Context: an optimization exercise on an open-source flow, tuned for small area. The choices shown serve that exercise and are no tape-out recipe.
RTL that was checked went through simulation tests only; none was proved equivalent to the original.
For runs 1 and 6, only the layout was checked, not whether the RTL still works.
No activity file was given, so power comes from the tool's default toggle rates.

`flow/design.v`:
```
module PSEC6_spi (
    input logic rstn,  
    input logic spi_clk,
    input logic pico,
    input logic cs,  
    input logic trigger_in,  
    input logic [7:0] poci_ch,  
    input logic [7:0] stop_request,
    output logic poci,
    output logic trigger_out,
    output logic [7:0] test_point_control,  
    output logic clk_enable,
    output logic [5:0] vco_digital_band,  
    output logic [4:0] ref_clk_tgate_control,  
    output logic slow_mode,  
    output logic pfd_switch,  
    output logic pll_switch,  
    output logic [7:0] lpf_resistor_sel,  
    output logic [1:0] mode,  
    output logic [7:0] disc_polarity,  
    output logic [2:0] select_reg,  
    output logic inst_rst,  
    output logic inst_readout,  
    output logic inst_start  
);
    logic full_rstn;
    assign full_rstn = cs & rstn;
    logic [7:0] sr;       
    logic [3:0] cnt;      
    logic       past8;    
    logic [6:0] addr;     
    logic       wr_q;     
    logic       rd0;      
    logic       is_write;
    logic [7:0] r_vco, r_mask, r_inst, r_mode, r_pol, r_ref, r_slow, r_pfd, r_pll, r_tpc, r_lpf;
    always_ff @(posedge spi_clk) begin
        sr <= {sr[6:0], pico};
        wr_q <= is_write;    
    end
    logic byte_end;    
    logic addr_byte;   
    assign byte_end  = (cnt[2:0] == 3'd0) & (past8 | cnt[3]);
    assign addr_byte = cnt[3] & (~past8 | wr_q);
    always_ff @(posedge spi_clk or negedge full_rstn) begin
        if (!full_rstn) begin
            cnt <= '0;
            past8 <= 1'b0;
            addr <= '0;
        end
        else begin
            cnt <= cnt + 4'd1;
            if (cnt == 4'd8) past8 <= 1'b1;
            if (byte_end) begin
                if (addr_byte) addr <= sr[6:0];
                else if (!wr_q) addr <= addr + 7'd1;
            end
        end
    end
    always_ff @(negedge spi_clk or negedge full_rstn) begin
        if (!full_rstn) begin
            is_write <= 1'b0;
        end
        else if ((cnt[2:0] == 3'd0) & cnt[3] & (~past8 | is_write)) begin
            is_write <= sr[7];
        end
    end
    logic we;
    assign we = is_write & (cnt == 4'd0) & past8;
    localparam logic [7:0] RV_VCO  = 8'h3f;
    localparam logic [7:0] RV_MASK = 8'hff;
    localparam logic [7:0] RV_MODE = 8'h03;
    localparam logic [7:0] RV_POL  = 8'hff;
    localparam logic [7:0] RV_REF  = 8'h04;
    localparam logic [7:0] RV_PFD  = 8'h01;
    localparam logic [7:0] RV_LPF  = 8'h1f;
    logic [7:0] x_vco, x_mask, x_mode, x_pol, x_ref, x_pfd, x_lpf;
    always_ff @(negedge spi_clk or negedge rstn) begin
        if (!rstn) begin
            x_vco  <= '0;
            x_mask <= '0;
            x_mode <= '0;
            x_pol  <= '0;
            x_ref  <= '0;
            r_slow <= '0;
            x_pfd  <= '0;
            r_pll  <= '0;
            r_tpc  <= '0;
            x_lpf  <= '0;
        end
        else if (we) begin
            if (addr == 7'd1)  x_vco  <= sr ^ RV_VCO;
            if (addr == 7'd2)  x_mask <= sr ^ RV_MASK;
            if (addr == 7'd4)  x_mode <= sr ^ RV_MODE;
            if (addr == 7'd5)  x_pol  <= sr ^ RV_POL;
            if (addr == 7'd6)  x_ref  <= sr ^ RV_REF;
            if (addr == 7'd7)  r_slow <= sr;
            if (addr == 7'd8)  x_pfd  <= sr ^ RV_PFD;
            if (addr == 7'd9)  r_pll  <= sr;
            if (addr == 7'd10) r_tpc  <= sr;
            if (addr == 7'd11) x_lpf  <= sr ^ RV_LPF;
        end
    end
    assign r_vco  = x_vco  ^ RV_VCO;
    assign r_mask = x_mask ^ RV_MASK;
    assign r_mode = x_mode ^ RV_MODE;
    assign r_pol  = x_pol  ^ RV_POL;
    assign r_ref  = x_ref  ^ RV_REF;
    assign r_pfd  = x_pfd  ^ RV_PFD;
    assign r_lpf  = x_lpf  ^ RV_LPF;
    always_ff @(negedge spi_clk or negedge full_rstn) begin
        if (!full_rstn) begin
            r_inst <= 8'h00;
        end
        else if (we & (addr == 7'd3)) begin
            r_inst <= sr;
        end
    end
    logic clk_enable_rstn;
    assign clk_enable_rstn = rstn & ~trigger_in;
    always_ff @(negedge spi_clk or negedge clk_enable_rstn) begin
        if (!clk_enable_rstn) begin
            clk_enable <= 1'b0;
        end
        else if (we & (addr == 7'd3) & (sr[1:0] == 2'd3)) begin
            clk_enable <= 1'b1;
        end
    end
    logic [7:0] rdata;
    always_comb begin
        case (addr)
            7'd1:  rdata = r_vco;
            7'd2:  rdata = r_mask;
            7'd3:  rdata = r_inst;
            7'd4:  rdata = r_mode;
            7'd5:  rdata = r_pol;
            7'd6:  rdata = r_ref;
            7'd7:  rdata = r_slow;
            7'd8:  rdata = r_pfd;
            7'd9:  rdata = r_pll;
            7'd10: rdata = r_tpc;
            7'd11: rdata = r_lpf;
            default: rdata = 8'h00;
        endcase
    end
    always_ff @(posedge spi_clk) begin
        rd0 <= rdata[0];
    end
    logic poci_spi;
    always_comb begin
        if (!past8) poci_spi = 1'b0;
        else if (is_write & ((cnt - 4'd1) < 4'd8)) poci_spi = 1'b0;
        else if (cnt[2:0] == 3'd0) poci_spi = rd0;
        else poci_spi = rdata[3'd0 - cnt[2:0]];
    end
    logic in_ch;
    logic [4:0] s1;
    logic [3:0] s2;
    logic [2:0] ch_idx;
    logic [2:0] ch;
    assign in_ch = (addr >= 7'd12) & (addr <= 7'd67);
    assign s1 = {2'b0, addr[2:0]} + {2'b0, addr[5:3]} + {4'b0, addr[6]} + 5'd2;
    assign s2 = {1'b0, s1[2:0]} + {2'b0, s1[4:3]};
    assign ch_idx = (s2 >= 4'd7) ? 3'(s2 - 4'd7) : s2[2:0];    
    assign ch = ch_idx - addr[2:0] + 3'd4;                     
    assign select_reg = in_ch ? ch_idx : 3'd7;
    assign poci = in_ch ? poci_ch[ch] : poci_spi;
    assign vco_digital_band = r_vco[5:0];
    assign mode = r_mode[1:0];
    assign disc_polarity = r_pol;
    assign slow_mode = r_slow[0];
    assign pfd_switch = r_pfd[0];
    assign pll_switch = r_pll[0];
    assign test_point_control = r_tpc;
    assign lpf_resistor_sel = r_lpf;
    assign trigger_out = |(stop_request & r_mask);
    assign inst_rst     = (r_inst[1:0] == 2'd1);
    assign inst_readout = (r_inst[1:0] == 2'd2);
    assign inst_start   = (r_inst[1:0] == 2'd3);
    always_comb begin
        if (!rstn) ref_clk_tgate_control = 5'b00010;
        else begin
            case (r_ref[2:0])
                3'd0: ref_clk_tgate_control = 5'b00001;
                3'd2: ref_clk_tgate_control = 5'b00100;
                3'd3: ref_clk_tgate_control = 5'b01000;
                3'd4: ref_clk_tgate_control = 5'b10000;
                default: ref_clk_tgate_control = 5'b00010;
            endcase
        end
    end
endmodule
```
`flow/flow/remap.ys.in`:
```
# Re-map the standard synthesis's combinational logic for area; registers are kept as they are.
read_liberty -ignore_miss_func @LIB@
blackbox sky130_fd_sc_hd__df* sky130_fd_sc_hd__sdf* sky130_fd_sc_hd__edf* sky130_fd_sc_hd__sedf* sky130_fd_sc_hd__dl* sky130_fd_sc_hd__conb_1
read_verilog @IN@
hierarchy -top @TOP@
flatten
opt_clean -purge
stat
abc -liberty @LIB@ @DONTUSE@ -script @SCRIPT@
opt_clean -purge
hilomap -singleton -hicell sky130_fd_sc_hd__conb_1 HI -locell sky130_fd_sc_hd__conb_1 LO
insbuf -buf sky130_fd_sc_hd__buf_1 A X
splitnets
opt_clean -purge
rename -hide w:*.*
rename -enumerate -pattern rmw_% w:*
rename -enumerate -pattern rmc_% c:*
check
stat -liberty @LIB@
write_verilog -noattr -noexpr -nohex -nodec @OUT@
```
`flow/flow/run.sh`:
```
#!/bin/bash
# The standard layout, with three changes:
#  - the standard synthesis's combinational logic is re-mapped by ABC for area (registers untouched),
#  - each port gets the smallest buffer,
#  - the clock tree uses small clock buffers and no dummy loads.
set -euo pipefail
W=$(pwd)
R=$W/orfs/results/$FLOW_PLATFORM/PSEC6_spi/base
LIB=$FLOW_HOME/platforms/$FLOW_PLATFORM/lib/sky130_fd_sc_hd__tt_025C_1v80.lib
YOSYS=$FLOW_HOME/../tools/install/yosys/bin/yosys
[[ -x $YOSYS ]] || YOSYS=yosys

export BUFFER_PORTS_ARGS="-buffer_cell sky130_fd_sc_hd__buf_1"
export REMOVE_ABC_BUFFERS=1
export CTS_ARGS="-sink_clustering_enable -repair_clock_nets -dont_use_dummy_load -buf_list {sky130_fd_sc_hd__clkbuf_4 sky130_fd_sc_hd__clkbuf_8}"

bash standard.sh synth > synth.log 2>&1

DONT=$(grep -o 'sky130_fd_sc_hd__\(probe\|lpflow\)[a-z0-9_]*' $FLOW_HOME/platforms/$FLOW_PLATFORM/config.mk | sort -u | sed 's/^/-dont_use /' | tr '\n' ' ')
cp $R/1_2_yosys.v $W/std_1_2_yosys.v
sed -e "s#@LIB@#$LIB#g" -e "s#@IN@#$W/std_1_2_yosys.v#" -e "s#@OUT@#$R/1_2_yosys.v#" -e "s#@TOP@#$FLOW_TOP#" \
    -e "s#@DONTUSE@#$DONT#" -e "s#@SCRIPT@#$W/flow/remap.abc#" flow/remap.ys.in > remap.ys
$YOSYS -s remap.ys > remap.log 2>&1
rm -f $R/1_synth.odb $R/1_synth.sdc

bash standard.sh > standard.log 2>&1
```
`flow/flow/remap.abc`:
```
strash
dch
amap
```
`flow/standard.sh`:
```
#!/bin/bash
# synth_recipe.tcl (not shown) runs the flow's synth.tcl, then flattens the netlist and writes it again
# the make line also repeats each setting of config.mk as NAME=value (left out here)
make -C /OpenROAD-flow-scripts/flow DESIGN_CONFIG=/design/flow/config.mk WORK_HOME=/design/flow/orfs CLKGATE_MAP_FILE= SYNTH_SCRIPT=/design/flow/synth_recipe.tcl "${@:-finish}"
```
`flow/constraint.sdc`:
```
create_clock -name core_clock -period 25.0 [get_ports {spi_clk}]
set_input_delay 5.0000 -clock core_clock [delete_from_list [all_inputs] [get_ports {spi_clk}]]
set_output_delay 5.0000 -clock core_clock [all_outputs]
set_load 0.01 [all_outputs]
```
`flow/config.mk`:
```
export PLATFORM = sky130hd
export DESIGN_NAME = PSEC6_spi
export DESIGN_NICKNAME = PSEC6_spi
export VERILOG_FILES = /design/flow/design.v
export SDC_FILE = /design/flow/constraint.sdc
export NUM_CORES = 4
export LEC_CHECK = 0
export CAP_MARGIN = 20
export CORE_MARGIN = 2
export CORE_UTILIZATION = 40
export SLEW_MARGIN = 20
```
==> results of run 1 <==
[stage by stage]
step                      power, W  hold WS [ns]  setup slack, ns
after global routing      0.000382         0.461             4.61
after detailed placement  0.000276         0.414             5.21
after global placement    0.000274         0.413             5.32
final                     0.000363         0.425             4.83
after CTS                 0.000363         0.426             4.83
after floorplan           0.000249         0.381             5.74
[sequential cells by signal, summed over array words and instances, names as in the netlist, 8 cells and up]
name and cells:
r_inst 8, r_pll 8, r_slow 8, r_tpc 8, sr 8, x_lpf 8
x_mask 8, x_mode 8, x_pfd 8, x_pol 8, x_ref 8, x_vco 8
[worst max-delay path, cell delays in order, from the launching register on]
cell and delay [ns]:
dfrtn_1 0.40, clkinv_1 0.07, o22ai_1 0.16, a221oi_1 0.10
nor2_1 0.10, nor2_1 0.06, o21ai_0 0.10, a2111oi_0 0.10
or4_1 0.57, nor3_1 0.23, a41oi_1 0.11, o31ai_1 0.13
buf_1 0.18
[placed cells by master (no fill, tap or decap), types with 2 or more instances in the layout]
master	instances
nand2_1	36
nand3_1	4
a221oi_1	4
o21ai_0	33
a2111oi_0	4
clkbuf_8	9
dfrtn_1	90
o22ai_1	95
o211ai_1	4
o221ai_1	3
o21a_1	2
buf_4	4
buf_1	68
or3_1	2
a222oi_1	3
a211oi_1	5
a31oi_1	5
a22oi_1	4
nor2_1	94
nor3_1	14
dfxtp_1	10
a21oi_1	26
clkinv_1	128
o22a_1	2
or2_0	4
dfrtp_1	12
o32ai_1	2
nand4_1	2
[routing by layer]
| layer | share of wire [%] | vias to the layer above | global-route usage, % | wire [um] |
|---|---|---|---|---|
| li1 | - | 2280 | - | - |
| met1 | 45 | 2347 | 34.1 | 7480 |
| met2 | 46 | 202 | 37.9 | 7650 |
| met3 | 6.6 | 37 | 4.89 | 1090 |
| met4 | 2.3 | 0 | 7.61 | 390 |
| met5 | 0 | - | 0 | 0 |
[cell type report]
cell class | count | share of cell area, %
Multi-Input combinational cell | 360 | 33.2
Tap cell | 172 | 3.71
Inverter | 128 | 8.28
Sequential cell | 112 | 47.4
Clock buffer | 9 | 2.14
Timing Repair Buffer | 74 | 5.24
[power by group]
| part | internal, W | total [W] | leakage [nW] | switching [W] |
|---|---|---|---|---|
| logic | 0.0000256 | 0.0000833 | 0.754 | 0.0000577 |
| registers | 0.000185 | 0.000190 | 1.49 | 0.00000580 |
| clock network | 0.0000326 | 0.0000891 | 0.0647 | 0.0000564 |
| total | 0.000243 | 0.000363 | 2.31 | 0.000120 |
[how the worst max path moves through the flow]
stage                         from  endpoint  depth (start not counted)
after global routing      x_pfd[5]      poci                         12
after floorplan           x_pfd[5]      poci                         11
after CTS                 x_pfd[5]      poci                         12
after global placement    r_tpc[4]      poci                         12
final                     x_pfd[5]      poci                         12
after detailed placement  x_pfd[5]      poci                         12
==> notes.md, run 1 <==
* Share of post-route cells with drive strength above 1 at 2.34%
* Ys Warns at 1
* Utilization after layout at 45.8%
* Critical path peak fanout at 2
* Slew headroom at 33.6%
* Layout Skew at 0.0414 ns
* FF-to-FF setup slack at 8.76 ns
* Placed inst area at 5670 sq um
* Reg-to-reg startpoint: addr[0]
* Post-DRT Antenna Nets at 0
* Post-route setup TNS at 0 ns
* Hold endpoint: clk_enable
* First-pass GRT wire length at 26.3 mm
* TritonCTS Buffers at 9
* Max Cap Viol at 0
* Startpoint types: flip-flop
* Area of the multi-input gates at 1930 sq um
* Vias per cell at 5.69
* Total Routing Usage GR at 24.3%
* First-pass DRT Iterations at 5
* Final wirelength at 16.6 mm
* R2r endpoint: x_pol[7]
* Hold Path Class: flip-flop to flip-flop
* Initial Util at 41.0%
* Largest net degree at the start of global routing at 82
* Leakage at 2.31 nW
* Num ports at 70
* Clock transition at the registers of the reported paths at 0.07 ns
* Worst Hold Launch: clk_enable
* R2R depth at 8
* Kind of critical path: flip-flop to primary output
* DR vias at 4866
* GP Congestion at 0.962
* Least-Margin Pin Slew at 0.989 ns
* Diodes inserted at 0
* # setup viols final at 0
* Num rows at 41
* Power density over the cells at 62.5 nW/um^2
* Syn_area_per_cell at 8.51 sq um
* Layout Cells excl Fill at 855
* Die area at 13900 sq um
* CORE AREA at 12700 sq um
* Finished Cell Area at 5800 sq um
* Gate Count Post-Synth at 611
* Vias in the first global route at 4755
* Starting DRT DRC Count at 481
* GRT overflow at 0
* Clock Latency Late Sink at 0.38 ns
* Postcts setup bufs at 0
* Unrepaired setup endpoints after global routing: false
* CTS tree: built
* Worst Path Arrival at 15.17 ns
* Placed instance count at 846
* Worst VDD drop at 0.0262 mV
* Worst Hold Depth at 1
* Clk sink count at 112
* Final hold violations at 0
* # nets final at 706
* # DRC at 0
* Drt wl/cell at 19.4 um
* H-tree Lvls at 3
* Sequential cell area at 2750 sq um
* Worst Setup End Kind: primary output
* Final Max Slew Viols at 0
* Post-CTS Hold Buffers at 0
* Die X at 118 um
* Mapped Area at 5200 sq um
* Post-cts resize count at 0
* Initial antenna violation count at 0
* Port Buffer Count at 69
* Layout area overhead at 11.6%
* Worst EP required at 20.00 ns
* FILL cells at 1302
* Max Root-Sink Buffers at 2
* Die H at 118 um
* Clk root buf: clkbuf_8
* Detailed placer's ending HPWL at 12.0 mm
* Status: finished clean
==> inputs of run 2 (changes only) <==
--- a/flow/design.v
+++ b/flow/design.v
@@ -37,3 +37,2 @@
         sr <= {sr[6:0], pico};
-        wr_q <= is_write;    
     end
@@ -47,2 +46,3 @@
             past8 <= 1'b0;
+            wr_q <= 1'b0;
             addr <= '0;
@@ -52,2 +52,3 @@
             if (cnt == 4'd8) past8 <= 1'b1;
+            wr_q <= is_write;
             if (byte_end) begin
@@ -68,43 +69,28 @@
     assign we = is_write & (cnt == 4'd0) & past8;
-    localparam logic [7:0] RV_VCO  = 8'h3f;
-    localparam logic [7:0] RV_MASK = 8'hff;
-    localparam logic [7:0] RV_MODE = 8'h03;
-    localparam logic [7:0] RV_POL  = 8'hff;
-    localparam logic [7:0] RV_REF  = 8'h04;
-    localparam logic [7:0] RV_PFD  = 8'h01;
-    localparam logic [7:0] RV_LPF  = 8'h1f;
-    logic [7:0] x_vco, x_mask, x_mode, x_pol, x_ref, x_pfd, x_lpf;
     always_ff @(negedge spi_clk or negedge rstn) begin
         if (!rstn) begin
-            x_vco  <= '0;
-            x_mask <= '0;
-            x_mode <= '0;
-            x_pol  <= '0;
-            x_ref  <= '0;
-            r_slow <= '0;
-            x_pfd  <= '0;
-            r_pll  <= '0;
-            r_tpc  <= '0;
-            x_lpf  <= '0;
+            r_vco  <= 8'h3f;
+            r_mask <= 8'hff;
+            r_mode <= 8'h03;
+            r_pol  <= 8'hff;
+            r_ref  <= 8'h04;
+            r_slow <= 8'h00;
+            r_pfd  <= 8'h01;
+            r_pll  <= 8'h00;
+            r_tpc  <= 8'h00;
+            r_lpf  <= 8'h1f;
         end
         else if (we) begin
-            if (addr == 7'd1)  x_vco  <= sr ^ RV_VCO;
-            if (addr == 7'd2)  x_mask <= sr ^ RV_MASK;
-            if (addr == 7'd4)  x_mode <= sr ^ RV_MODE;
-            if (addr == 7'd5)  x_pol  <= sr ^ RV_POL;
-            if (addr == 7'd6)  x_ref  <= sr ^ RV_REF;
+            if (addr == 7'd1)  r_vco  <= sr;
+            if (addr == 7'd2)  r_mask <= sr;
+            if (addr == 7'd4)  r_mode <= sr;
+            if (addr == 7'd5)  r_pol  <= sr;
+            if (addr == 7'd6)  r_ref  <= sr;
             if (addr == 7'd7)  r_slow <= sr;
-            if (addr == 7'd8)  x_pfd  <= sr ^ RV_PFD;
+            if (addr == 7'd8)  r_pfd  <= sr;
             if (addr == 7'd9)  r_pll  <= sr;
             if (addr == 7'd10) r_tpc  <= sr;
-            if (addr == 7'd11) x_lpf  <= sr ^ RV_LPF;
+            if (addr == 7'd11) r_lpf  <= sr;
         end
     end
-    assign r_vco  = x_vco  ^ RV_VCO;
-    assign r_mask = x_mask ^ RV_MASK;
-    assign r_mode = x_mode ^ RV_MODE;
-    assign r_pol  = x_pol  ^ RV_POL;
-    assign r_ref  = x_ref  ^ RV_REF;
-    assign r_pfd  = x_pfd  ^ RV_PFD;
-    assign r_lpf  = x_lpf  ^ RV_LPF;
     always_ff @(negedge spi_clk or negedge full_rstn) begin
==> run 2 against run 1 <==
Compared with the run above: wire length fell by 4.7%; sequential share of layout area rose by 0.14 points; combinational power grew 56%; final cell count grew 2.2%; final area up 1.3%; global-route usage decreased by 0.64 points; clock power increased by 25%; critical path type unchanged; clock skew up 0.028 ns.
==> notes.md, run 2 <==
* Least-Margin Pin Slew at 0.989 ns (+0.000396 ns)
* Net Sw Power at 0.000170 W (+42%)
* PnR worst setup slack at 4.74 ns (-0.0938 ns)
* Most common cell after layout, fill and taps aside: clkinv_1
* Placed instance count at 835 (-1.3%)
* Critical path peak fanout at 3 (+1)
* Kind of critical path: flip-flop to primary output
* Largest net degree at the start of global routing at 80 (-2.4%)
* Max Cap Viol at 0 (unchanged)
* Power density over the cells at 74.4 nW/um^2 (+19%)
* Net Sw Frac at 39.0% (+5.9 points)
* Leakage at 2.21 nW (-3.9%)
* CP cell instances: clkinv_1, o22ai_1, a221oi_1, o21ai_0, o32a_1, a21oi_1, o41ai_1, o2111ai_1, o31ai_1, buf_1
* H-tree Lvls at 3 (unchanged)
* Max Root-Sink Buffers at 2 (unchanged)
* Gate Count Post-Synth at 621 (+1.6%)
* Internal Power at 0.000267 W (+9.9%)
* Num ports at 70 (unchanged)
* Startpoint types: flip-flop
* Total power at 0.000437 W (+21%)
* Clock Latency Late Sink at 0.43 ns (+0.05 ns)
* Ys Warns at 1 (unchanged)
* Post-DRT Antenna Nets at 0 (unchanged)
* CORE AREA at 12700 sq um (+0.40%)
* Mapped Area at 5240 sq um (+0.79%)
* Total Routing Usage GR at 23.6% (-0.64 points)
* # DRC at 0 (unchanged)
* Initial antenna violation count at 0 (unchanged)
* Clock Power Share at 25.4% (+0.8 points)
* CP peak stage delay at 0.53 ns (-0.04 ns)
* Post-cts resize count at 0 (unchanged)
* GP Congestion at 0.895 (-6.9%)
* First-pass GRT wire length at 25.4 mm (-3.5%)
* DR vias at 4791 (-1.5%)
* Commonest cells after routing, fill and taps aside: clkinv_1 (106), nand2_1 (100), o21ai_0 (83)
* Clk root buf: clkbuf_8
* Worst Path Arrival at 15.26 ns (+0.09 ns)
* Vias per cell at 5.48 (-3.7%)
* Syn_area_per_cell at 8.44 sq um (-0.83%)
* Vias in the first global route at 4667 (-1.9%)
* Pre-CTS setup slack at 5.18 ns (-0.0300 ns)
* Layout Skew at 0.0693 ns (+0.0279 ns)
* Unrepaired setup endpoints after global routing: false
* Final wirelength at 15.8 mm (-4.7%)
* Diodes inserted at 0 (unchanged)
* CTS tree: built
* Worst VDD drop at 0.0384 mV (+47%)
* Sequential share of power at 45.0% (-7.5 points)
* Die area at 14000 sq um (+0.76%)
* Detailed placer's ending HPWL at 11.3 mm (-5.9%)
* Status: finished clean
* Postcts setup bufs at 0 (unchanged)
* Die X at 118 um (+0.38%)
* Drt wl/cell at 18.1 um (-6.8%)
* Final hold violations at 0 (unchanged)
* Post-route setup TNS at 0 ns (unchanged)
* Final Max Slew Viols at 0 (unchanged)
* # nets final at 725 (+2.7%)
* Clk sink count at 112 (unchanged)
* Utilization after layout at 46.2% (+0.41 points)
* Layout Cells excl Fill at 874 (+2.2%)
* Layout area overhead at 12.2%
* Die H at 118 um (+0.38%)
* Share of post-route cells with drive strength above 1 at 6.70% (+4.4 points)
* Hold Path Class: flip-flop to flip-flop
* Initial Util at 41.2% (+0.16 points)
* GRT overflow at 0 (unchanged)
* Port Buffer Count at 69 (unchanged)
* Clock transition at the registers of the reported paths at 0.09 ns (+0.02 ns)
* # setup viols final at 0 (unchanged)
* TritonCTS Buffers at 9 (unchanged)
* Slew headroom at 34.0% (+0.48 points)
* Num rows at 41 (unchanged)
* Post-CTS Hold Buffers at 0 (unchanged)
* Comb pwr share at 29.6% (+6.6 points)
* Starting DRT DRC Count at 364 (-24%)
* Cell at the slowest stage of the critical path: dfstp_2
* Worst EP required at 20.00 ns (about the same)
* First-pass DRT Iterations at 5 (unchanged)
* Worst Setup End Kind: primary output
==> run 2: final timing paths <==
path                          start       end  slack (ns)  cells after the start
max in group asynchronous      rstn  r_pfd[1]        7.02                      2
setup / recovery           r_ref[2]      poci        4.74                     10
hold / removal                sr[6]     sr[7]        0.36                      0
min in group asynchronous        cs    cnt[0]        4.64                      2
hold reg to reg               sr[6]     sr[7]        0.36                      0
setup reg to reg            addr[0]  r_pfd[1]        8.50                      9
==> run 2: final cells by class <==
| class | count | area, sq um |
|---|---|---|
| Fill cell | 1348 | 6850 |
| Sequential cell | 112 | 2800 |
| Multi-Input combinational cell | 401 | 2040 |
| Timing Repair Buffer | 74 | 304 |
| Inverter | 75 | 282 |
| Tap cell | 172 | 215 |
| Clock buffer | 9 | 124 |
| Clock inverter | 31 | 116 |
==> run 2: power groups by stage <==
stage                     registers [W]  logic (W)  clock network, W
after floorplan                0.000196  0.0000906        0.00000781
after global routing           0.000198   0.000145          0.000126
final                          0.000197   0.000130          0.000111
after CTS                      0.000196   0.000129          0.000114
after global placement         0.000199   0.000125        0.00000781
after detailed placement       0.000199   0.000128        0.00000781
==> run 2: critical path: cells and delay by family, from the launching register on <==
kind / cells / cell delay [ns]
compound gates: 8 / 1.53
buf+inv: 2 / 0.29
flops: 1 / 0.53
==> run 2: through the flow <==
| stage | hold WS [ns] | cell area [sq um] |
|---|---|---|
| detailed placement | 0.343 | 5640 |
| finish | 0.357 | 5880 |
| CTS | 0.359 | 5880 |
| floorplan | 0.338 | 5120 |
| global route | 0.362 | 5880 |
| global placement | 0.345 | 5630 |
==> run 2: routing by layer <==
metal	share of wire, %	vias to the layer above	global-route usage, %
li1	-	2309	-
met1	46	2271	33.3
met2	45	189	36.5
met3	7.0	22	3.81
met4	2.6	0	9.38
met5	0	-	0
==> inputs of run 3 (changes only) <==
--- a/flow/design.v
+++ b/flow/design.v
@@ -37,2 +37,3 @@
         sr <= {sr[6:0], pico};
+        wr_q <= is_write;    
     end
@@ -46,3 +47,2 @@
             past8 <= 1'b0;
-            wr_q <= 1'b0;
             addr <= '0;
@@ -52,3 +52,2 @@
             if (cnt == 4'd8) past8 <= 1'b1;
-            wr_q <= is_write;
             if (byte_end) begin
@@ -69,28 +68,43 @@
     assign we = is_write & (cnt == 4'd0) & past8;
+    localparam logic [7:0] RV_VCO  = 8'h3f;
+    localparam logic [7:0] RV_MASK = 8'hff;
+    localparam logic [7:0] RV_MODE = 8'h03;
+    localparam logic [7:0] RV_POL  = 8'hff;
+    localparam logic [7:0] RV_REF  = 8'h04;
+    localparam logic [7:0] RV_PFD  = 8'h01;
+    localparam logic [7:0] RV_LPF  = 8'h1f;
+    logic [7:0] x_vco, x_mask, x_mode, x_pol, x_ref, x_pfd, x_lpf;
     always_ff @(negedge spi_clk or negedge rstn) begin
         if (!rstn) begin
-            r_vco  <= 8'h3f;
-            r_mask <= 8'hff;
-            r_mode <= 8'h03;
-            r_pol  <= 8'hff;
-            r_ref  <= 8'h04;
-            r_slow <= 8'h00;
-            r_pfd  <= 8'h01;
-            r_pll  <= 8'h00;
-            r_tpc  <= 8'h00;
-            r_lpf  <= 8'h1f;
+            x_vco  <= '0;
+            x_mask <= '0;
+            x_mode <= '0;
+            x_pol  <= '0;
+            x_ref  <= '0;
+            r_slow <= '0;
+            x_pfd  <= '0;
+            r_pll  <= '0;
+            r_tpc  <= '0;
+            x_lpf  <= '0;
         end
         else if (we) begin
-            if (addr == 7'd1)  r_vco  <= sr;
-            if (addr == 7'd2)  r_mask <= sr;
-            if (addr == 7'd4)  r_mode <= sr;
-            if (addr == 7'd5)  r_pol  <= sr;
-            if (addr == 7'd6)  r_ref  <= sr;
+            if (addr == 7'd1)  x_vco  <= sr ^ RV_VCO;
+            if (addr == 7'd2)  x_mask <= sr ^ RV_MASK;
+            if (addr == 7'd4)  x_mode <= sr ^ RV_MODE;
+            if (addr == 7'd5)  x_pol  <= sr ^ RV_POL;
+            if (addr == 7'd6)  x_ref  <= sr ^ RV_REF;
             if (addr == 7'd7)  r_slow <= sr;
-            if (addr == 7'd8)  r_pfd  <= sr;
+            if (addr == 7'd8)  x_pfd  <= sr ^ RV_PFD;
             if (addr == 7'd9)  r_pll  <= sr;
             if (addr == 7'd10) r_tpc  <= sr;
-            if (addr == 7'd11) r_lpf  <= sr;
+            if (addr == 7'd11) x_lpf  <= sr ^ RV_LPF;
         end
     end
+    assign r_vco  = x_vco  ^ RV_VCO;
+    assign r_mask = x_mask ^ RV_MASK;
+    assign r_mode = x_mode ^ RV_MODE;
+    assign r_pol  = x_pol  ^ RV_POL;
+    assign r_ref  = x_ref  ^ RV_REF;
+    assign r_pfd  = x_pfd  ^ RV_PFD;
+    assign r_lpf  = x_lpf  ^ RV_LPF;
     always_ff @(negedge spi_clk or negedge full_rstn) begin
@@ -114,17 +128,9 @@
     logic [7:0] rdata;
+    logic [10:0] rsel;
     always_comb begin
-        case (addr)
-            7'd1:  rdata = r_vco;
-            7'd2:  rdata = r_mask;
-            7'd3:  rdata = r_inst;
-            7'd4:  rdata = r_mode;
-            7'd5:  rdata = r_pol;
-            7'd6:  rdata = r_ref;
-            7'd7:  rdata = r_slow;
-            7'd8:  rdata = r_pfd;
-            7'd9:  rdata = r_pll;
-            7'd10: rdata = r_tpc;
-            7'd11: rdata = r_lpf;
-            default: rdata = 8'h00;
-        endcase
+        for (int i = 0; i < 11; i++) rsel[i] = (addr == 7'(i + 1));
+        rdata = ({8{rsel[0]}} & r_vco) | ({8{rsel[1]}} & r_mask) | ({8{rsel[2]}} & r_inst)
+              | ({8{rsel[3]}} & r_mode) | ({8{rsel[4]}} & r_pol) | ({8{rsel[5]}} & r_ref)
+              | ({8{rsel[6]}} & r_slow) | ({8{rsel[7]}} & r_pfd) | ({8{rsel[8]}} & r_pll)
+              | ({8{rsel[9]}} & r_tpc) | ({8{rsel[10]}} & r_lpf);
     end
@@ -141,11 +147,16 @@
     logic in_ch;
-    logic [4:0] s1;
-    logic [3:0] s2;
+    logic [2:0] ch;
     logic [2:0] ch_idx;
-    logic [2:0] ch;
+    always_comb begin
+        ch = 3'd0;
+        if (addr >= 7'd19) ch = 3'd1;
+        if (addr >= 7'd26) ch = 3'd2;
+        if (addr >= 7'd33) ch = 3'd3;
+        if (addr >= 7'd40) ch = 3'd4;
+        if (addr >= 7'd47) ch = 3'd5;
+        if (addr >= 7'd54) ch = 3'd6;
+        if (addr >= 7'd61) ch = 3'd7;
+    end
     assign in_ch = (addr >= 7'd12) & (addr <= 7'd67);
-    assign s1 = {2'b0, addr[2:0]} + {2'b0, addr[5:3]} + {4'b0, addr[6]} + 5'd2;
-    assign s2 = {1'b0, s1[2:0]} + {2'b0, s1[4:3]};
-    assign ch_idx = (s2 >= 4'd7) ? 3'(s2 - 4'd7) : s2[2:0];    
-    assign ch = ch_idx - addr[2:0] + 3'd4;                     
+    assign ch_idx = addr[2:0] + 3'd4 + ch;
     assign select_reg = in_ch ? ch_idx : 3'd7;
--- a/flow/flow/run.sh
+++ b/flow/flow/run.sh
@@ -18,3 +18,3 @@
 
-DONT=$(grep -o 'sky130_fd_sc_hd__\(probe\|lpflow\)[a-z0-9_]*' $FLOW_HOME/platforms/$FLOW_PLATFORM/config.mk | sort -u | sed 's/^/-dont_use /' | tr '\n' ' ')
+DONT="$(grep -o 'sky130_fd_sc_hd__\(probe\|lpflow\)[a-z0-9_]*' $FLOW_HOME/platforms/$FLOW_PLATFORM/config.mk | sort -u | sed 's/^/-dont_use /' | tr '\n' ' ') -dont_use *clkbuf* -dont_use *clkinv* -dont_use *dly* -dont_use *buf_* -dont_use sky130_fd_sc_hd__inv_2 -dont_use sky130_fd_sc_hd__inv_4 -dont_use sky130_fd_sc_hd__inv_6 -dont_use sky130_fd_sc_hd__inv_8 -dont_use sky130_fd_sc_hd__inv_12 -dont_use sky130_fd_sc_hd__inv_16"
 cp $R/1_2_yosys.v $W/std_1_2_yosys.v
==> run 3 against run 2 <==
Compared with the run above: still clean on timing, DRC and antenna; core utilization decreased by 0.68 points; hold slack improved by 0.078 ns; wire length up 15%; final cell count is 4.8% lower; clock skew is 0.038 ns lower; sequential share of layout area increased by 0.54 points; die area down 2.0%; count of clock-buffer cells in the layout did not move.
==> notes.md, run 3 <==
* Status: finished clean
* GRT overflow at 0 (unchanged)
* Vias per cell at 5.90 (+7.6%)
* # DRC at 0 (unchanged)
* Post-cts resize count at 0 (unchanged)
* Unrepaired setup endpoints after global routing: false
* Die area at 13700 sq um (-2.0%)
* Clk root buf: clkbuf_8
* Net Sw Power at 0.000105 W (-39%)
* Diodes inserted at 0 (unchanged)
* Port Buffer Count at 69 (unchanged)
* Most common cell after layout, fill and taps aside: inv_1
* Post-CTS Hold Buffers at 0 (unchanged)
* PnR worst setup slack at 4.96 ns (+0.222 ns)
* Layout Cells excl Fill at 832 (-4.8%)
* Max Root-Sink Buffers at 2 (unchanged)
* Placed inst area at 5600 sq um (-0.78%)
* Sequential share of power at 57.2% (+12 points)
* Clk sink count at 112 (unchanged)
* Max Cap Viol at 0 (unchanged)
* Placed instance count at 823 (-1.4%)
* Leakage at 2.41 nW (+9.0%)
* Initial Util at 40.8% (-0.38 points)
* DR vias at 4906 (+2.4%)
* Critical path peak fanout at 2 (-1)
* Worst VDD drop at 0.0334 mV (-13%)
* TritonCTS Buffers at 9 (unchanged)
* First-pass GRT wire length at 27.2 mm (+7.0%)
* H-tree Lvls at 3 (unchanged)
* Mapped Area at 5130 sq um (-2.1%)
* # setup viols final at 0 (unchanged)
* Initial antenna violation count at 0 (unchanged)
* Post-DRT Antenna Nets at 0 (unchanged)
* FF-to-FF setup slack at 8.77 ns (+0.27 ns)
* Total Routing Usage GR at 27.4% (+3.7 points)
* Final Max Slew Viols at 0 (unchanged)
* Final wirelength at 18.1 mm (+15%)
* Kind of critical path: flip-flop to primary output
* Slew headroom at 29.6% (-4.5 points)
* CORE AREA at 12600 sq um (-1.2%)
* Ys Warns at 1 (unchanged)
* Commonest cells after routing, fill and taps aside: inv_1 (120), dfrtn_1 (90), o22ai_1 (83)
* Comb pwr share at 15.8% (-14 points)
* # nets final at 683 (-5.8%)
* Num ports at 70 (unchanged)
* CTS tree: built
* Worst EP required at 20.00 ns (about the same)
* Syn_area_per_cell at 8.71 sq um (+3.2%)
* Post-route setup TNS at 0 ns (unchanged)
* Share of post-route cells with drive strength above 1 at 2.27% (-4.4 points)
* Clock Power Share at 27.1% (+1.7 points)
* Die H at 117 um (-1.0%)
* Worst Setup End Kind: primary output
* Layout Skew at 0.0315 ns (-0.0378 ns)
* Largest net degree at the start of global routing at 56 (-30%)
* Least-Margin Pin Slew at 1.05 ns (+0.0635 ns)
* Die X at 117 um (-1.0%)
* Detailed placer's ending HPWL at 13.3 mm (+17%)
* Num rows at 41 (unchanged)
* First-pass DRT Iterations at 5 (unchanged)
* Layout area overhead at 11.6%
* Starting DRT DRC Count at 476 (+31%)
* Net Sw Frac at 31.2% (-7.7 points)
* Clock transition at the registers of the reported paths at 0.06 ns (-0.03 ns)
* Worst Path Arrival at 15.04 ns (-0.22 ns)
* Internal Power at 0.000230 W (-14%)
* Postcts setup bufs at 0 (unchanged)
* Clock Latency Late Sink at 0.39 ns (-0.04 ns)
* Drt wl/cell at 21.8 um (+20%)
* Startpoint types: flip-flop
* Finished Cell Area at 5720 sq um (-2.7%)
* Pre-CTS setup slack at 5.43 ns (+0.253 ns)
* Gate Count Post-Synth at 589 (-5.2%)
* GP Congestion at 1.04 (+17%)
* Hold Path Class: flip-flop to flip-flop
* Vias in the first global route at 4614 (-1.1%)
* Power density over the cells at 58.5 nW/um^2 (-21%)
* Final hold violations at 0 (unchanged)
-- run 3: cell count changes in the layout (fill, tap and decap cells not counted), moves of 41 or more --
| cell | previous run | this run |
|---|---|---|
| clkinv_1 | 106 | 0 |
| inv_1 | 0 | 120 |
| nand2_1 | 100 | 44 |
| o21ai_0 | 83 | 38 |
| o22ai_1 | 42 | 83 |
-- run 3: power by group through the flow --
| stage | clock network (W) | logic (W) | registers, W |
|---|---|---|---|
| 4_1_cts | 0.0000919 | 0.0000513 | 0.000191 |
| 5_1_grt | 0.000100 | 0.0000569 | 0.000192 |
| 6_report | 0.0000907 | 0.0000528 | 0.000191 |
| 2_1_floorplan | 0 | 0.0000301 | 0.000192 |
| 3_5_place_dp | 0 | 0.0000510 | 0.000195 |
| 3_3_place_gp | 0 | 0.0000510 | 0.000195 |
-- run 3: area by class of cell --
| class | instances | area [sq um] |
|---|---|---|
| inverters | 120 | 450 |
| flip-flops and latches | 112 | 2750 |
| well taps | 172 | 215 |
| multi-input cells | 346 | 1890 |
| repair buffers | 73 | 293 |
| fillers | 1289 | 6850 |
| clock buffers | 9 | 124 |
-- run 3: routing by layer --
layer	vias up	GRT usage (%)	part of all wire [%]
met5	-	0	0
met4	0	11.3	3.5
met3	47	5.20	7.1
met2	230	40.5	44
met1	2421	39.5	45
li1	2208	-	-
-- run 3: final timing paths --
path | start | end | cells past startpoint
max in group asynchronous | rstn | x_vco[3] | 2
hold / removal | x_mode[3] | x_mode[3] | 2
min in group asynchronous | cs | past8 | 3
setup / recovery | x_mask[4] | poci | 8
hold reg to reg | x_mode[3] | x_mode[3] | 2
setup reg to reg | addr[5] | r_slow[6] | 11
-- run 3: metrics by stage --
step                      power [W]  hold slack (ns)  utilization [%]
after floorplan            0.000222            0.378                -
after global placement     0.000246            0.424             44.5
after detailed placement   0.000246            0.431             44.5
after CTS                  0.000334            0.435             45.5
after global routing       0.000349            0.461             45.5
final                      0.000335            0.435             45.5
-- run 3: critical path: stages, from the launching register on --
cell and delay (ns):
dfrtn_1 0.42, nor2_1 0.05, a2111oi_0 0.48, nor3_1 0.12, nor4_1 0.40, nor4_1 0.10, nor4_1 0.30, o41ai_1 0.16
buf_1 0.16
==> inputs of run 4 (changes only) <==
==> flow/flow/run.sh (replaced) <==
#!/bin/bash
# The standard layout, with three changes:
#  - the standard synthesis's combinational logic is re-mapped by ABC for area (registers are
#    kept as the standard synthesis made them); several ABC runs are tried and the smallest kept,
#  - each port gets the smallest buffer,
#  - the clock tree uses small clock buffers and no dummy loads.
set -euo pipefail
W=$(pwd)
R=$W/orfs/results/$FLOW_PLATFORM/PSEC6_spi/base
LIB=$FLOW_HOME/platforms/$FLOW_PLATFORM/lib/sky130_fd_sc_hd__tt_025C_1v80.lib
YOSYS=$FLOW_HOME/../tools/install/yosys/bin/yosys
[[ -x $YOSYS ]] || YOSYS=yosys
NJ=${NUM_CORES:-4}

export BUFFER_PORTS_ARGS="-buffer_cell sky130_fd_sc_hd__buf_1"
export REMOVE_ABC_BUFFERS=1
export CTS_ARGS="-sink_clustering_enable -repair_clock_nets -dont_use_dummy_load -buf_list {sky130_fd_sc_hd__clkbuf_4 sky130_fd_sc_hd__clkbuf_8}"

bash standard.sh synth > synth.log 2>&1

DONT="$(grep -o 'sky130_fd_sc_hd__\(probe\|lpflow\)[a-z0-9_]*' $FLOW_HOME/platforms/$FLOW_PLATFORM/config.mk | sort -u | sed 's/^/-dont_use /' | tr '\n' ' ')"
for c in buf_2 buf_4 buf_6 buf_8 buf_12 buf_16 inv_2 inv_4 inv_6 inv_8 inv_12 inv_16; do DONT="$DONT -dont_use sky130_fd_sc_hd__$c"; done
DONT="$DONT -dont_use *clkbuf* -dont_use *clkinv* -dont_use *dly* -dont_use *bufbuf* -dont_use *bufinv*"
cp $R/1_2_yosys.v $W/std_1_2_yosys.v

mkdir -p $W/remap
# candidate ABC scripts: plain area mapping, and deep AIG synthesis with several seeds
printf 'strash\ndch\namap\n' > $W/remap/c0.abc
for s in 0 1 2 3 4 5 6 7; do
  printf 'strash\n&get -n\n&deepsyn -T 30 -S %d\n&put\ndch -f\namap -A 50 -F 4 -C 2000\n' $s > $W/remap/c$((s+1)).abc
done
run_one() {
  local n=$1
  sed -e "s#@LIB@#$LIB#g" -e "s#@IN@#$W/std_1_2_yosys.v#" -e "s#@OUT@#$W/remap/$n.v#" -e "s#@TOP@#$FLOW_TOP#" \
      -e "s#@DONTUSE@#$DONT#" -e "s#@SCRIPT@#$W/remap/$n.abc#" flow/remap.ys.in > $W/remap/$n.ys
  $YOSYS -s $W/remap/$n.ys > $W/remap/$n.log 2>&1 || true
}
i=0
for f in $W/remap/c*.abc; do
  n=$(basename $f .abc)
  run_one $n &
  i=$((i+1))
  if (( i % NJ == 0 )); then wait; fi
done
wait
best=""; besta=""
for f in $W/remap/c*.log; do
  n=$(basename $f .log)
  a=$(grep "Chip area for module" $f | tail -1 | awk '{print $NF}')
  [[ -n "$a" && -s $W/remap/$n.v ]] || continue
  echo "$n $a" >> $W/remap/areas.txt
  if [[ -z "$besta" ]] || awk -v a=$a -v b=$besta 'BEGIN{exit !(a<b)}'; then best=$n; besta=$a; fi
done
echo "best $best $besta" >> $W/remap/areas.txt
cp $W/remap/$best.v $R/1_2_yosys.v
rm -f $R/1_synth.odb $R/1_synth.sdc

bash standard.sh > standard.log 2>&1
--- a/flow/config.mk
+++ b/flow/config.mk
@@ -10,2 +10,3 @@
 export CORE_UTILIZATION = 40
+export GPL_TIMING_DRIVEN = 0
 export SLEW_MARGIN = 20
removed: flow/flow/remap.abc
==> run 4 against run 3 <==
Compared with the run above: global-route usage shrank 3.8 points; wire length shrank 17%; register-to-register slack gained 0.46 ns; die area shrank 4.8%; first-iteration DRC count shrank 23%; synthesized area shrank 5.0%; core utilization grew 0.081 points; count of clock-buffer cells in the layout is the same; hold slack lost 0.021 ns; final area shrank 4.7%; critical endpoint unchanged; largest cell class unchanged.
==> notes.md, run 4 <==
* CTS tree: built
* Hold Path Class: flip-flop to flip-flop
* Port Buffer Count at 69 (unchanged)
* Post-cts resize count at 0 (unchanged)
* Share of post-route cells with drive strength above 1 at 2.32% (+0.049 points)
* Internal Power at 0.000244 W (+5.9%)
* Syn_area_per_cell at 9.14 sq um (+5.0%)
* Post-CTS Hold Buffers at 0 (unchanged)
* Worst Setup End Kind: primary output
* Final hold violations at 0 (unchanged)
* Startpoint types: flip-flop
* Most common cell after layout, fill and taps aside: nor2_1
* Worst Hold Launch: clk_enable
* Net Sw Power at 0.000118 W (+13%)
* GRT overflow at 0 (unchanged)
* DR vias at 4443 (-9.4%)
* Unrepaired setup endpoints after global routing: false
* GP Congestion at 0.910 (-13%)
* # nets final at 626 (-8.3%)
* Initial antenna violation count at 0 (unchanged)
* Initial Util at 40.7% (-0.054 points)
* Post-route setup TNS at 0 ns (unchanged)
* Worst Hold Depth at 1 (-1)
* Kind of critical path: flip-flop to primary output
* Ys Warns at 1 (unchanged)
* Slew headroom at 29.4% (-0.16 points)
* Largest net degree at the start of global routing at 31 (-45%)
* CP delay by family, top: compound AO/OA/AOI/OAI gates
* R2R depth at 8 (-3)
* # DRC at 0 (unchanged)
* TritonCTS Buffers at 9 (unchanged)
* Mapped Area at 4870 sq um (-5.0%)
* Least-Margin Pin Slew at 1.06 ns (+0.00239 ns)
* CORE AREA at 12000 sq um (-4.8%)
* Final Max Slew Viols at 0 (unchanged)
* Worst Path Arrival at 14.96 ns (-0.08 ns)
* Finished Cell Area at 5450 sq um (-4.7%)
* Drt wl/cell at 20.1 um (-7.9%)
* Layout area overhead at 11.9%
* Num ports at 70 (unchanged)
* Die X at 114 um (-2.4%)
* Min Hold Slack at 0.414 ns (-0.0214 ns)
* Clock Power Share at 24.3% (-2.8 points)
* Cell at the slowest stage of the critical path: a222oi_1
* Sequential share of power at 53.8% (-3.4 points)
* Starting DRT DRC Count at 367 (-23%)
* Vias per cell at 5.92 (+0.46%)
* Hold endpoint: clk_enable
* Max Cap Viol at 0 (unchanged)
* Total Routing Usage GR at 23.5% (-3.8 points)
* # setup viols final at 0 (unchanged)
* Final wirelength at 15.0 mm (-17%)
* FF-to-FF setup slack at 9.23 ns (+0.46 ns)
* CP peak stage delay at 0.51 ns (+0.03 ns)
* Commonest cells after routing, fill and taps aside: nor2_1 (107), dfrtn_1 (90), inv_1 (83)
* Comb pwr share at 21.9% (+6.1 points)
* FILL cells at 1183 (-8.2%)
* Status: finished clean
* Clock Latency Late Sink at 0.39 ns (about the same)
* Worst VDD drop at 0.0324 mV (-2.9%)
* Clock transition at the registers of the reported paths at 0.07 ns (about the same)
* Num rows at 40 (-2.4%)
* H-tree Lvls at 3 (unchanged)
* Diodes inserted at 0 (unchanged)
* CP cell instances: inv_1, nor2_1, a2111oi_0, a211oi_1, o41ai_1, a222oi_1, o32ai_1, buf_1
* Post-DRT Antenna Nets at 0 (unchanged)
* Vias in the first global route at 4156 (-9.9%)
* CP bufs+invs at 2 (+1)
* Power density over the cells at 66.3 nW/um^2 (+13%)
* Gate Count Post-Synth at 533 (-9.5%)
* R2r endpoint: x_vco[4]
* Worst EP required at 20.00 ns (about the same)
* Net Sw Frac at 32.6% (+1.3 points)
* Layout Skew at 0.0386 ns (+0.00707 ns)
* Clk sink count at 112 (unchanged)
* Clk root buf: clkbuf_8
* First-pass DRT Iterations at 5 (unchanged)
* First-pass GRT wire length at 23.1 mm (-15%)
* Die H at 114 um (-2.4%)
* Detailed placer's ending HPWL at 10.9 mm (-18%)
* Die area at 13100 sq um (-4.8%)
* Placed inst area at 5330 sq um (-4.8%)
* Leakage at 2.38 nW (-1.5%)
* Reg-to-reg startpoint: addr[0]
* Max Root-Sink Buffers at 2 (unchanged)
* Critical path peak fanout at 3 (+1)
* Postcts setup bufs at 0 (unchanged)
## run 4: changes by cell type in the layout (fill, tap and decap cells not counted), sizes merged, moves of 9 or more
| cell | change |
|---|---|
| o22ai | -17 |
| nor2 | +27 |
| nand2 | -38 |
| o21ai | -18 |
| a21oi | +49 |
| nor3 | -9 |
| inv | -37 |
| nor4 | -10 |
## run 4: cell type report
class | count | area, sq um | area share, %
clock buffers | 9 | 124 | 2.27
inverters | 83 | 312 | 5.71
multi-input cells | 327 | 1770 | 32.5
flip-flops and latches | 112 | 2750 | 50.5
well taps | 147 | 184 | 3.37
repair buffers | 72 | 312 | 5.71
## run 4: worst max path at each step
| stage | slack (ns) | endpoint | from | cells after the start |
|---|---|---|---|---|
| 3_3_place_gp | 1.84 | r_inst[0] | rstn | 3 |
| 6_report | 5.04 | poci | x_pol[1] | 8 |
| 5_1_grt | 4.91 | poci | x_pol[1] | 8 |
| 3_5_place_dp | 5.49 | poci | x_pol[1] | 8 |
| 4_1_cts | 5.09 | poci | x_pol[1] | 8 |
| 2_1_floorplan | 5.99 | poci | r_tpc[4] | 6 |
## run 4: through the flow
stage / power [W] / setup WS, ns / util, % / std cells
final: 0.000362 / 5.04 / 45.6 / 750
after global routing: 0.000379 / 4.91 / 45.6 / 750
after CTS: 0.000362 / 5.09 / 45.6 / 750
after detailed placement: 0.000275 / 5.49 / 44.6 / 741
after global placement: 0.000273 / 1.84 / 44.1 / 738
after floorplan: 0.000244 / 5.99 / - / 522
## run 4: layer usage
metal  global-route usage [%]  vias to the layer above  wire (um)
met5                        0                        -          0
met4                     8.70                        0        333
met3                     3.07                       23        912
met2                     36.8                      186       6950
met1                     33.5                     2198       6860
li1                         -                     2036          -
## run 4: power groups by stage
stage	Clock [W]	Sequential, W	Combinational, W
6_report	0.0000878	0.000194	0.0000793
5_1_grt	0.0000974	0.000195	0.0000865
4_1_cts	0.0000903	0.000194	0.0000777
3_5_place_dp	0	0.000198	0.0000775
3_3_place_gp	0	0.000198	0.0000756
2_1_floorplan	0	0.000194	0.0000501
==> inputs of run 5 (changes only) <==
--- a/flow/flow/run.sh
+++ b/flow/flow/run.sh
@@ -29,3 +29,3 @@
 for s in 0 1 2 3 4 5 6 7; do
-  printf 'strash\n&get -n\n&deepsyn -T 30 -S %d\n&put\ndch -f\namap -A 50 -F 4 -C 2000\n' $s > $W/remap/c$((s+1)).abc
+  printf 'strash\n&get -n\n&deepsyn -T 30 -S %d\n&put\ndch -f\namap -A 20 -F 2\n' $s > $W/remap/c$((s+1)).abc
 done
--- a/flow/config.mk
+++ b/flow/config.mk
@@ -10,3 +10,2 @@
 export CORE_UTILIZATION = 40
-export GPL_TIMING_DRIVEN = 0
 export SLEW_MARGIN = 20
==> run 5 against run 4 <==
Compared with the run above: count of clock-buffer cells in the layout is the same; sequential power is essentially flat; core utilization is essentially flat.
==> notes.md, run 5 <==
* Unrepaired setup endpoints after global routing: false
* Leakage at 2.43 nW (+2.4%)
* Critical path peak fanout at 3 (unchanged)
* H-tree Lvls at 3 (unchanged)
* Gate Count Post-Synth at 548 (+2.8%)
* Share of post-route cells with drive strength above 1 at 2.59% (+0.27 points)
* Initial Util at 40.9% (+0.19 points)
* Crit. Startpoint: x_ref[1]
* CORE AREA at 12000 sq um (unchanged)
* Clock Latency Late Sink at 0.38 ns (about the same)
* Worst Hold Launch: sr[6]
* TritonCTS Buffers at 9 (unchanged)
* Largest net degree at the start of global routing at 82 (+160%)
* Placed instance count at 755 (+1.9%)
* Met1 wire length at 6.87 mm (+0.19%)
* Routed wl met3 at 1.07 mm (+17%)
* Min Hold Slack at 0.406 ns (-0.00798 ns)
* Post-DRT Antenna Nets at 0 (unchanged)
* Worst Path Arrival at 14.74 ns (-0.22 ns)
* PnR worst setup slack at 5.26 ns (+0.218 ns)
* # nets final at 641 (+2.4%)
* First-pass DRT Iterations at 6 (+1)
* Commonest cells after routing, fill and taps aside: nor2_1 (121), dfrtn_1 (90), inv_1 (82)
* DR top layer: met4
* Ys Warns at 1 (unchanged)
* Initial antenna violation count at 0 (unchanged)
* Layout Skew at 0.0394 ns (+0.000834 ns)
* Postcts setup bufs at 0 (unchanged)
* Final Max Slew Viols at 0 (unchanged)
* Mapped Area at 4900 sq um (+0.46%)
* GP Congestion at 0.889 (-2.3%)
* Max Cap Viol at 0 (unchanged)
* Layout area overhead at 11.5%
* Drt wl/cell at 19.6 um (-2.4%)
* Post-route setup TNS at 0 ns (unchanged)
* Clk sink count at 112 (unchanged)
* Vias in the first global route at 4278 (+2.9%)
* Met2 WL at 6.56 mm (-5.6%)
* Detailed placer's ending HPWL at 10.7 mm (-1.6%)
* Startpoint types: flip-flop
* Total Routing Usage GR at 24.1% (+0.58 points)
* Num ports at 70 (unchanged)
* Post-cts resize count at 0 (unchanged)
* Diodes inserted at 0 (unchanged)
* Least-Margin Pin Slew at 1.05 ns (-0.000524 ns)
* FILL cells at 1208 (+2.1%)
* Worst EP required at 20.00 ns (about the same)
* Worst VDD drop at 0.0308 mV (-5.1%)
* Starting DRT DRC Count at 361 (-1.6%)
* Pre-CTS setup slack at 5.68 ns (+0.189 ns)
* Reg-to-reg startpoint: addr[4]
* Power density over the cells at 66.1 nW/um^2 (-0.29%)
* Hold Path Class: flip-flop to flip-flop
* Worst Setup End Kind: primary output
* Clock transition at the registers of the reported paths at 0.09 ns (+0.02 ns)
* Final wirelength at 15.0 mm (-0.49%)
* Layout Cells excl Fill at 765 (+2.0%)
* CTS tree: built
* Most common cell after layout, fill and taps aside: nor2_1
* Vias per cell at 5.84 (-1.5%)
* Post-CTS Hold Buffers at 0 (unchanged)
* Status: finished clean
* Die H at 115 um (+0.22%)
* Max Root-Sink Buffers at 2 (unchanged)
* # DRC at 0 (unchanged)
* Kind of critical path: flip-flop to primary output
* Num rows at 40 (unchanged)
* Clk root buf: clkbuf_8
* First-pass GRT wire length at 23.9 mm (+3.6%)
* DR vias at 4465 (+0.50%)
* GRT overflow at 0 (unchanged)
* Die area at 13100 sq um (+0.45%)
* Syn_area_per_cell at 8.93 sq um (-2.3%)
* Port Buffer Count at 69 (unchanged)
* # setup viols final at 0 (unchanged)
* Die X at 115 um (+0.22%)
* Final hold violations at 0 (unchanged)
* Slew headroom at 29.4% (+0.035 points)
-- run 5: changes by cell type in the layout (fill, tap and decap cells not counted), moves of 3 or more --
cell / before / now
a22oi_1: 6 / 2
nor2_1: 107 / 121
nor3_1: 8 / 11
nor4_1: 0 / 4
o211ai_1: 3 / 0
o21ai_0: 20 / 24
o22ai_1: 66 / 61
-- run 5: through the flow --
| stage | power, W | cell area, sq um | utilization (%) |
|---|---|---|---|
| 2_1_floorplan | 0.000244 | 4850 | - |
| 3_3_place_gp | 0.000274 | 5320 | 44.5 |
| 4_1_cts | 0.000361 | 5440 | 45.5 |
| 5_1_grt | 0.000379 | 5460 | 45.6 |
| 3_5_place_dp | 0.000275 | 5320 | 44.5 |
| 6_report | 0.000361 | 5460 | 45.6 |
-- run 5: final cells by class --
cell class | count | area, sq um | share of cell area (%)
Timing Repair Buffer | 72 | 289 | 5.29
Multi-Input combinational cell | 343 | 1800 | 33.0
Inverter | 82 | 308 | 5.64
Sequential cell | 112 | 2750 | 50.4
Clock buffer | 9 | 124 | 2.27
Tap cell | 147 | 184 | 3.37
-- run 5: where the power goes --
group / internal (W) / switching (W)
Clock: 0.0000325 / 0.0000545
Combinational: 0.0000238 / 0.0000559
Sequential: 0.000186 / 0.00000822
Total: 0.000242 / 0.000119
-- run 5: layer usage --
layer,GRT usage (%),vias to the layer above
li1,-,2060
met1,34.5,2168
met2,35.6,208
met3,4.45,29
met4,10.8,0
met5,0,-
-- run 5: worst max-delay path, stage by stage, from the launching register on --
cell	delay, ns
dfrtn_1	0.45
o22ai_1	0.10
a2111oi_0	0.66
o41ai_1	0.15
o311a_1	0.18
o32ai_1	0.16
buf_1	0.20
-- run 5: final timing paths --
| path | end | slack, ns | cells after the start |
|---|---|---|---|
| min reg2reg | sr[7] | 0.41 | 0 |
| min in group asynchronous | cnt[3] | 4.70 | 3 |
| min | sr[7] | 0.41 | 0 |
| max in group asynchronous | r_inst[4] | 6.74 | 5 |
| max | poci | 5.26 | 6 |
| max reg2reg | x_lpf[4] | 9.22 | 7 |
==> inputs of run 6 (changes only) <==
--- a/flow/design.v
+++ b/flow/design.v
@@ -47,3 +47,2 @@
             past8 <= 1'b0;
-            addr <= '0;
         end
@@ -52,6 +51,8 @@
             if (cnt == 4'd8) past8 <= 1'b1;
-            if (byte_end) begin
-                if (addr_byte) addr <= sr[6:0];
-                else if (!wr_q) addr <= addr + 7'd1;
-            end
+        end
+    end
+    always_ff @(posedge spi_clk) begin
+        if (byte_end) begin
+            if (addr_byte) addr <= sr[6:0];
+            else if (!wr_q) addr <= addr + 7'd1;
         end
@@ -159,3 +160,3 @@
     end
-    assign in_ch = (addr >= 7'd12) & (addr <= 7'd67);
+    assign in_ch = past8 & (addr >= 7'd12) & (addr <= 7'd67);
     assign ch_idx = addr[2:0] + 3'd4 + ch;
--- a/flow/flow/run.sh
+++ b/flow/flow/run.sh
@@ -5,3 +5,4 @@
 #  - each port gets the smallest buffer,
-#  - the clock tree uses small clock buffers and no dummy loads.
+#  - the clock tree uses small clock buffers and no dummy loads,
+#  - after synthesis the resizer may use only small buffers.
 set -euo pipefail
@@ -29,3 +30,3 @@
 for s in 0 1 2 3 4 5 6 7; do
-  printf 'strash\n&get -n\n&deepsyn -T 30 -S %d\n&put\ndch -f\namap -A 20 -F 2\n' $s > $W/remap/c$((s+1)).abc
+  printf 'strash\n&get -n\n&deepsyn -T 30 -S %d\n&put\ndch -f\namap -A 50 -F 4 -C 2000\n' $s > $W/remap/c$((s+1)).abc
 done
@@ -57,2 +58,4 @@
 
+# after synthesis, keep the resizer to small buffers
+export DONT_USE_CELLS="sky130_fd_sc_hd__buf_6 sky130_fd_sc_hd__buf_8 sky130_fd_sc_hd__buf_12 sky130_fd_sc_hd__buf_16"
 bash standard.sh > standard.log 2>&1
--- a/flow/config.mk
+++ b/flow/config.mk
@@ -10,2 +10,3 @@
 export CORE_UTILIZATION = 40
+export GPL_TIMING_DRIVEN = 0
 export SLEW_MARGIN = 20
==> run 6 against run 5 <==
Compared with the run above: global-route usage fell by 1.5 points; wire length fell by 3.5%; count of clock-buffer cells in the layout is the same; clock power is 1% lower; sequential power shrank 3%; power down 20%; register-to-register slack is essentially flat; first-iteration DRC count rose by 35%; setup slack worse by 0.11 ns; final area rose by 1.8%.
==> notes.md, run 6 <==
* Status: finished clean
* Sequential share of power at 64.9% (+11 points)
* Final wirelength at 14.5 mm (-3.5%)
* Worst Path Arrival at 14.85 ns (+0.11 ns)
* # DRC at 0 (unchanged)
* Final Max Slew Viols at 0 (unchanged)
* Die area at 13200 sq um (+0.12%)
* Die H at 115 um (about the same)
* Drt wl/cell at 19.1 um (-2.3%)
* Starting DRT DRC Count at 487 (+35%)
* TritonCTS Buffers at 9 (unchanged)
* Cell at the slowest stage of the critical path: o41ai_1
* Max Cap Viol at 0 (unchanged)
* Leakage at 2.37 nW (-2.7%)
* Slew headroom at 26.8% (-2.6 points)
* Total Routing Usage GR at 22.5% (-1.5 points)
* CORE AREA at 12000 sq um (+0.42%)
* Min Hold Slack at 0.407 ns (+0.00132 ns)
* First-pass DRT Iterations at 6 (unchanged)
* Clock Latency Late Sink at 0.37 ns (about the same)
* Ys Warns at 1 (unchanged)
* Worst Setup End Kind: primary output
* Clock transition at the registers of the reported paths at 0.09 ns (about the same)
* Layout Skew at 0.0330 ns (-0.00639 ns)
* Gate Count Post-Synth at 536 (-2.2%)
* Syn_area_per_cell at 9.15 sq um (+2.4%)
* Critical path peak fanout at 4 (+1)
* Kind of critical path: flip-flop to primary output
* Vias in the first global route at 4065 (-5.0%)
* Internal Power at 0.000223 W (-7.9%)
* Worst VDD drop at 0.0243 mV (-21%)
* Detailed placer's ending HPWL at 10.9 mm (+1.6%)
* Clk sink count at 112 (unchanged)
* Least-Margin Pin Slew at 1.09 ns (+0.0389 ns)
* H-tree Lvls at 3 (unchanged)
* Net Sw Frac at 23.1% (-9.8 points)
* Die X at 115 um (about the same)
* Net Sw Power at 0.0000669 W (-44%)
* GRT overflow at 0 (unchanged)
* Postcts setup bufs at 0 (unchanged)
* Post-cts resize count at 0 (unchanged)
* First-pass GRT wire length at 22.4 mm (-6.3%)
* Vias per cell at 5.81 (-0.44%)
* Placed inst area at 5430 sq um (+2.1%)
* CP cell instances: inv_1, o22ai_1, a2111oi_0, a32oi_1, nor2_1, a31oi_1, nor2_1, o41ai_1, buf_1
* Startpoint types: flip-flop
* Layout area overhead at 13.4%
* Unrepaired setup endpoints after global routing: false
* Clock Power Share at 29.6% (+5.5 points)
* Final hold violations at 0 (unchanged)
* Initial antenna violation count at 0 (unchanged)
* Worst EP required at 20.00 ns (about the same)
* Diodes inserted at 0 (unchanged)
* Num ports at 70 (unchanged)
* Initial Util at 40.8% (-0.12 points)
* # nets final at 632 (-1.4%)
* Mapped Area at 4900 sq um (+0.13%)
* Share of post-route cells with drive strength above 1 at 3.61% (+1.0 points)
* Post-CTS Hold Buffers at 0 (unchanged)
* Most common cell after layout, fill and taps aside: nor2_1
* Clk root buf: clkbuf_8
* # setup viols final at 0 (unchanged)
* Comb pwr share at 5.5% (-17 points)
* Finished Cell Area at 5560 sq um (+1.8%)
* Max Root-Sink Buffers at 2 (unchanged)
* Largest net degree at the start of global routing at 26 (-68%)
* CP peak stage delay at 0.44 ns (-0.22 ns)
* GP Congestion at 0.976 (+9.8%)
* Post-DRT Antenna Nets at 0 (unchanged)
* Commonest cells after routing, fill and taps aside: nor2_1 (102), inv_1 (91), dfrtn_1 (90)
* DR vias at 4393 (-1.6%)
* Critical Path Most Common Cell: nor2_1
* Port Buffer Count at 69 (unchanged)
* Power density over the cells at 52.2 nW/um^2 (-21%)
* Post-route setup TNS at 0 ns (unchanged)
* CTS tree: built
* Num rows at 40 (unchanged)
* Hold Path Class: flip-flop to flip-flop
* Utilization after layout at 46.3% (+0.64 points)
-- run 6: stage by stage --
| step | total power [W] | setup WS [ns] | cells |
|---|---|---|---|
| after CTS | 0.000292 | 5.18 | 756 |
| after global placement | 0.000206 | 2.34 | 741 |
| final | 0.000290 | 5.15 | 756 |
| after global routing | 0.000301 | 4.98 | 756 |
| after detailed placement | 0.000208 | 5.59 | 747 |
| after floorplan | 0.000198 | 5.98 | 525 |
-- run 6: final timing paths --
check / startpoint / end / slack (ns) / cells past startpoint
worst max-delay path: r_inst[1] / poci / 5.15 / 9
worst min-delay path: sr[6] / sr[7] / 0.41 / 0
worst max register to register: addr[5] / x_ref[1] / 9.21 / 7
worst min register to register: sr[6] / sr[7] / 0.41 / 0
max in group asynchronous: rstn / r_inst[2] / 6.71 / 3
min in group asynchronous: cs / past8 / 4.80 / 2
-- run 6: final cells by class --
| type | count | area [sq um] |
|---|---|---|
| inverters | 91 | 342 |
| well taps | 147 | 184 |
| flip-flops and latches | 112 | 2790 |
| clock buffers | 9 | 124 |
| fillers | 1210 | 6450 |
| multi-input cells | 322 | 1760 |
| repair buffers | 75 | 365 |
-- run 6: worst max-delay path: cells and delay by family (launching register included) --
| kind | cells | cell delay [ns] |
|---|---|---|
| AO/OA/AOI/OAI | 5 | 1.16 |
| flip-flops | 1 | 0.41 |
| buffers and inverters | 2 | 0.31 |
| AND/OR/NAND/NOR | 2 | 0.11 |
-- run 6: metal layers --
| metal | wire (um) | vias up | GRT usage, % |
|---|---|---|---|
| met3 | 769 | 30 | 2.59 |
| met1 | 6410 | 2164 | 31.6 |
| met4 | 364 | 0 | 8.84 |
| li1 | - | 2047 | - |
| met2 | 6910 | 152 | 36.1 |
| met5 | 0 | - | 0 |
-- run 6: power by group through the flow --
stage	registers (W)	logic (W)	clock network [W]
after floorplan	0.000191	0.00000714	0
after global placement	0.000192	0.0000141	0
after detailed placement	0.000192	0.0000161	0
after CTS	0.000188	0.0000162	0.0000882
after global routing	0.000188	0.0000179	0.0000950
final	0.000188	0.0000160	0.0000857
